Context: an optimization exercise on an open-source flow, tuned for small area. The choices shown serve that exercise and are no tape-out recipe.
The RTL was checked by simulation tests, not by an equivalence proof against the original design.
The clock port is modelled as an ideal driver, which makes a skipped or thinned clock tree look cheaper than it is; a real chip needs a root buffer or a tree.
Power and IR drop assume default switching activity.

## run a
==> flow/design.v <==
`timescale 1ns / 1ps
module main(
    input  wire       clk,
    input  wire       rst,
    input  wire [3:0] sensor,
    input  wire [2:0] sw,
    output wire [1:0] servo
    );
localparam [1:0] IDLE = 2'd0, RIGHT = 2'd1, LEFT = 2'd2, STOP = 2'd3;
reg  [6:0] ph;
wire ph_end = ph[6] & ph[5] & ph[1] & ph[0];    
always @(posedge clk)
    if (rst || ph_end) ph <= 7'd0;
    else               ph <= ph + 7'd1;
wire tick  = (ph == 7'd49);                      
wire first = (ph == 7'd81);                      
wire last  = (ph == 7'd91);
wire [3:0] idx = ph[3:0];                        
reg [3:0] sa, sb, sc;        
wire cap = (ph == 7'd37) || (ph == 7'd39) || (ph == 7'd41);
wire sws = (ph == 7'd44);
always @(posedge clk) begin
    if (cap || (sws && !sw[2])) sa <= sb;
    if (cap) sb <= sc;
    if (cap) sc <= sensor;
    else if (sws && !sw[0]) sc <= 4'b1001;
end
function [10:0] err;
    input [3:0] s;
    err = (s == 4'b1001) ? 11'd0    :
          (s == 4'b0111) ? 11'd1548 :    
          (s == 4'b0011) ? 11'd1798 :    
          (s == 4'b1110) ? 11'd499  :
          (s == 4'b1100) ? 11'd250  :
          (s == 4'b1011) ? 11'd1923 :    
          (s == 4'b1101) ? 11'd125  :
          (s == 4'b0001) ? 11'd1882 :    
          (s == 4'b1000) ? 11'd167  : 11'd1525;   
endfunction
function [10:0] half5;
    input [3:0] s;
    half5 = (s == 4'b1001) ? 11'd500 :
            (s == 4'b0111) ? 11'd250 :
            (s == 4'b0011) ? 11'd375 :
            (s == 4'b1110) ? 11'd749 :
            (s == 4'b1100) ? 11'd625 :
            (s == 4'b1011) ? 11'd438 :
            (s == 4'b1101) ? 11'd562 :
            (s == 4'b0001) ? 11'd417 :
            (s == 4'b1000) ? 11'd583 : 11'd239;
endfunction
function [3:0] rank;
    input [3:0] s;
    rank = (s == 4'b0111) ? 4'd1 :
           (s == 4'b0011) ? 4'd2 :
           (s == 4'b0001) ? 4'd3 :
           (s == 4'b1011) ? 4'd4 :
           (s == 4'b1001) ? 4'd5 :
           (s == 4'b1101) ? 4'd6 :
           (s == 4'b1000) ? 4'd7 :
           (s == 4'b1100) ? 4'd8 :
           (s == 4'b1110) ? 4'd9 : 4'd0;
endfunction
wire [10:0] ea_v = err(sa);
wire [10:0] eb_v = err(sb);
wire [10:0] pc_v = half5(sc);
wire [11:0] ea_x = {ea_v[10], ea_v};
wire [11:0] eb_x = {eb_v[10], eb_v};
wire ea = ea_x[idx];                 
wire eb = eb_x[idx];
wire pc = pc_v[idx - 4'd1];          
wire odd_d  = ea_v[0] ^ eb_v[0];
wire corr_d = odd_d && (rank(sb) < rank(sa));    
reg c1, c2, c4, c5b, ck, f500, f239;    
reg [9:0] kr;                
reg [1:0] st, nx;            
reg       sl, sr;            
localparam [10:0] C500 = 11'd500, C1000 = 11'd1000, C239 = 11'd239;
wire c500  = C500[idx - 4'd1];
wire c1000 = C1000[idx - 4'd1];
wire c239  = C239[idx - 4'd1];
wire c1e = first ? (eb_v[0] | ~ea_v[0]) : c1;
wire xb  = eb ^ ~ea ^ c1e;
wire c1n = (eb & ~ea) | (eb & c1e) | (~ea & c1e);
wire dj  = xb;
wire pj  = pc;
wire c2e = first ? corr_d : c2;
wire bj  = pj ^ dj ^ c2e;
wire c2n = (pj & dj) | (pj & c2e) | (dj & c2e);
wire cont = (sl ^ sr) & (st[0] ^ st[1]);
wire cke  = first | ck;
wire kh   = kr[0];
wire knew = cont ? (kh ^ cke) : ((st != RIGHT) & c500);
wire ckn  = kh & cke;
wire kj   = last ? 1'b0 : knew;
wire c4e = first | c4;
wire c4n = (kj & ~bj) | (kj & c4e) | (~bj & c4e);
wire c5e = first | ~c5b;
wire c5n = (c1000 & ~bj) | (c1000 & c5e) | (~bj & c5e);
wire f500n = (first | f500) & (bj == c500);
wire f239n = (first | f239) & (bj == c239);
always @(posedge clk) begin
    c1 <= c1n; c2 <= c2n; c4 <= c4n; c5b <= ~c5n; ck <= ckn;
    f500 <= f500n; f239 <= f239n;
    kr <= {(ph >= 7'd81 && ph <= 7'd91) ? knew : kh, kr[9:1]};
end
wire in_range = ~bj & c5n;
reg  [1:0] nx_new;
always @(*) begin
    case (st)
        IDLE:    nx_new = f239n ? STOP : f500n ? IDLE : (in_range & ~c4n) ? LEFT : RIGHT;
        RIGHT:   nx_new = (~in_range | c4n) ? IDLE : RIGHT;
        LEFT:    nx_new = (~in_range | c4n) ? IDLE : LEFT;
        default: nx_new = f239n ? STOP : IDLE;
    endcase
end
always @(posedge clk)
    if (rst)       nx <= RIGHT;      
    else if (last) nx <= nx_new;
always @(posedge clk)
    if (rst) begin
        st <= IDLE;
        sl <= 1'b0;
        sr <= 1'b0;
    end
    else if (tick) begin
        st <= nx;
        sl <= (st == RIGHT) || (st == IDLE && nx == IDLE);
        sr <= (st == LEFT)  || (st == IDLE && nx == IDLE);
    end
localparam [19:0] L0 = 20'hfffff, L137K = 20'h9338b, L157K = 20'hb510f, LEND = 20'hf142b;
localparam [19:0] LM = 20'haaaaa;
reg  [19:0] ls;
wire [19:0] l = ls ^ LM;
wire ld = rst | (l == LEND);
always @(posedge clk)
    ls <= (ld ? L0 : {l[18:0], l[19] ^ l[16]}) ^ LM;
reg n0, le137, le157;
always @(posedge clk) begin
    n0    <= ld;
    le137 <= ld | (le137 & (l != L137K));
    le157 <= ld | (le157 & (l != L157K));
end
reg pwm_l, pwm_r;
always @(posedge clk) begin
    pwm_l <= !rst & (n0 | (sl & le157));
    pwm_r <= !rst & (n0 | (sr & le137));
end
assign servo = {pwm_r, pwm_l};
endmodule
clock: 14.0 ns
lec_check: 0
cap_margin: 20
core_margin: 2
core_utilization: 40
slew_margin: 20
standard.sh (not shown) runs the stock make flow with config.mk's settings and CLKGATE_MAP_FILE= SYNTH_SCRIPT=/design/flow/synth_recipe.tcl, a recipe that flattens the netlist after the stock synthesis.
==> flow/flow/run.sh <==
#!/bin/bash
# Own layout flow:
#  2. the combinational logic between the registers, which stay untouched, is
#     re-mapped by ABC with an area-oriented script;
#  3. ORFS floorplan .. finish, with buf_1 port buffers and one clock buffer
#     in place of TritonCTS's tree (flow/cts_pre.tcl).
# Each tool writes its full output to a log file of its own in this folder.
set -euo pipefail
W=$(pwd)
F=$W/flow
R=$W/orfs/results/${FLOW_PLATFORM:-sky130hd}/main/base
LIB=$FLOW_HOME/platforms/sky130hd/lib/sky130_fd_sc_hd__tt_025C_1v80.lib

bash standard.sh synth > $W/log_1_synth.txt 2>&1
cp $R/1_2_yosys.v $W/std_synth.v

# several ABC seeds in parallel; keep the smallest result
for S in 1 2 3 4 5 6 7 8; do
  sed -e "s|@LIB@|$LIB|g" -e "s|@IN@|$W/std_synth.v|g" -e "s|@OUT@|$W/remap_$S.v|g" \
      -e "s|@SEED@|$S|g" $F/remap.ys > $W/remap_run_$S.ys
  yosys -s $W/remap_run_$S.ys > $W/log_2_remap_$S.txt 2>&1 &
done
wait
# order the seeds by area; use the smallest result that yosys proves
# equivalent to the standard synthesis (same registers), else the latter
for S in 1 2 3 4 5 6 7 8; do
  a=$(grep "Chip area for module" $W/log_2_remap_$S.txt | tail -1 | awk '{print $NF}')
  echo "${a:-999999} $S"
done | sort -g > $W/remap_order.txt
sed 's/^module main(/module gold(/' $W/std_synth.v > $W/eq_gold.v
cp $W/std_synth.v $W/remap.v
while read -r a S; do
  sed -e 's/^module main(/module gate(/' -e 's/\b_\([0-9][0-9]*\)_\b/rr_\1_/g' $W/remap_$S.v > $W/eq_gate_$S.v
  sed -e "s|@LIB@|$LIB|g" -e "s|@GOLD@|$W/eq_gold.v|g" -e "s|@GATE@|$W/eq_gate_$S.v|g" \
      $F/equiv.ys > $W/equiv_run_$S.ys
  if yosys -s $W/equiv_run_$S.ys > $W/log_2_equiv_$S.txt 2>&1; then
    echo "chosen seed $S (area $a)" >> $W/log_2_remap_choice.txt
    cp $W/remap_$S.v $W/remap.v
    break
  fi
  echo "seed $S not proven equivalent" >> $W/log_2_remap_choice.txt
done < $W/remap_order.txt
cp $W/remap.v $R/1_2_yosys.v
rm -f $R/1_synth.odb

export OWN_CLK_BUF=${OWN_CLK_BUF:-sky130_fd_sc_hd__clkbuf_8}
export OWN_CLK_GROUPS=${OWN_CLK_GROUPS:-4}
export OWN_CLK_PORT=clk
bash standard.sh "BUFFER_PORTS_ARGS=-buffer_cell sky130_fd_sc_hd__buf_1" \
    "PRE_CTS_TCL=$F/cts_pre.tcl" finish > $W/log_3_layout.txt 2>&1
Other scripts of this flow, unchanged in this note and not shown: flow/flow/cts_pre.tcl, flow/flow/equiv.ys, flow/flow/remap.ys
Input-level comparison between run b and run a:
--- a/flow/design.v
+++ b/flow/design.v
@@ -71,7 +71,7 @@
 wire pc = pc_v[idx - 4'd1];          
 wire odd_d  = ea_v[0] ^ eb_v[0];
 wire corr_d = odd_d && (rank(sb) < rank(sa));    
-reg c1, c2, c4, c5b, ck, f500, f239;    
+reg c1, c2, c4, c5, ck, f500, f239;
 reg [9:0] kr;                
 reg [1:0] st, nx;            
 reg       sl, sr;            
@@ -95,14 +95,14 @@
 wire kj   = last ? 1'b0 : knew;
 wire c4e = first | c4;
 wire c4n = (kj & ~bj) | (kj & c4e) | (~bj & c4e);
-wire c5e = first | ~c5b;
+wire c5e = first | c5;
 wire c5n = (c1000 & ~bj) | (c1000 & c5e) | (~bj & c5e);
 wire f500n = (first | f500) & (bj == c500);
 wire f239n = (first | f239) & (bj == c239);
 always @(posedge clk) begin
-    c1 <= c1n; c2 <= c2n; c4 <= c4n; c5b <= ~c5n; ck <= ckn;
+    c1 <= c1n; c2 <= c2n; c4 <= c4n; c5 <= c5n; ck <= ckn;
     f500 <= f500n; f239 <= f239n;
-    kr <= {(ph >= 7'd81 && ph <= 7'd91) ? knew : kh, kr[9:1]};
+    kr <= {(first | (ph > 7'd81 && ph < 7'd91)) ? knew : kh, kr[9:1]};
 end
 wire in_range = ~bj & c5n;
 reg  [1:0] nx_new;
### Flow results
- Run comparison: run b end of the critical path nx[0]$_SDFFE_PP1P_; run a end of the critical path sl$_SDFFE_PP0N_
- Run a finished end to end and its layout was clean on timing, DRC and antenna.
- Run b: full flow OK, the timing, design-rule and antenna checks passed
- Portion of total power attributed to combinational logic was higher in the run labelled run a.
- Run a → run b: remaining antenna violation count comparable, total chip power now smaller, met2 capacity usage during global routing climbed 2.7 points, global-route wire length before repair rose by 660 µm, fraction of area in multi-input gates has increased.
- Across both runs, minimum clock period after layout was higher for run b than for run a.
No run of this note takes its clock network from TritonCTS; it comes from the design's own scripts or RTL.

## port drivers added, routing unchanged
No port has a modelled driver above. Below, the same layouts with a new extraction and two added sets of constraints. Step 1: set_driving_cell puts a clkbuf_16 on clk and a buf_2 on each other input, an assumption about the parent block. Step 2 also shifts input and output timing later by t, the mid clock arrival at the registers, as if the neighbouring blocks saw the same clock. Slacks: no drivers / after step 1 / after step 2; pairs: no drivers / after step 1.
| run | t, ns | setup slack, ns | clock arrival spread, ns |
|---|---|---|---|
| run a | 0.211 | 9.630 / 9.667 / 9.456 | 0.016 / 0.016 |
| run b | 0.215 | 9.485 / 9.485 / 9.485 | 0.014 / 0.014 |
After both steps every run listed still meets setup and hold. The setup slack of run a, which loses most, moves by +0.037 ns with the drivers and by -0.174 ns with both steps.
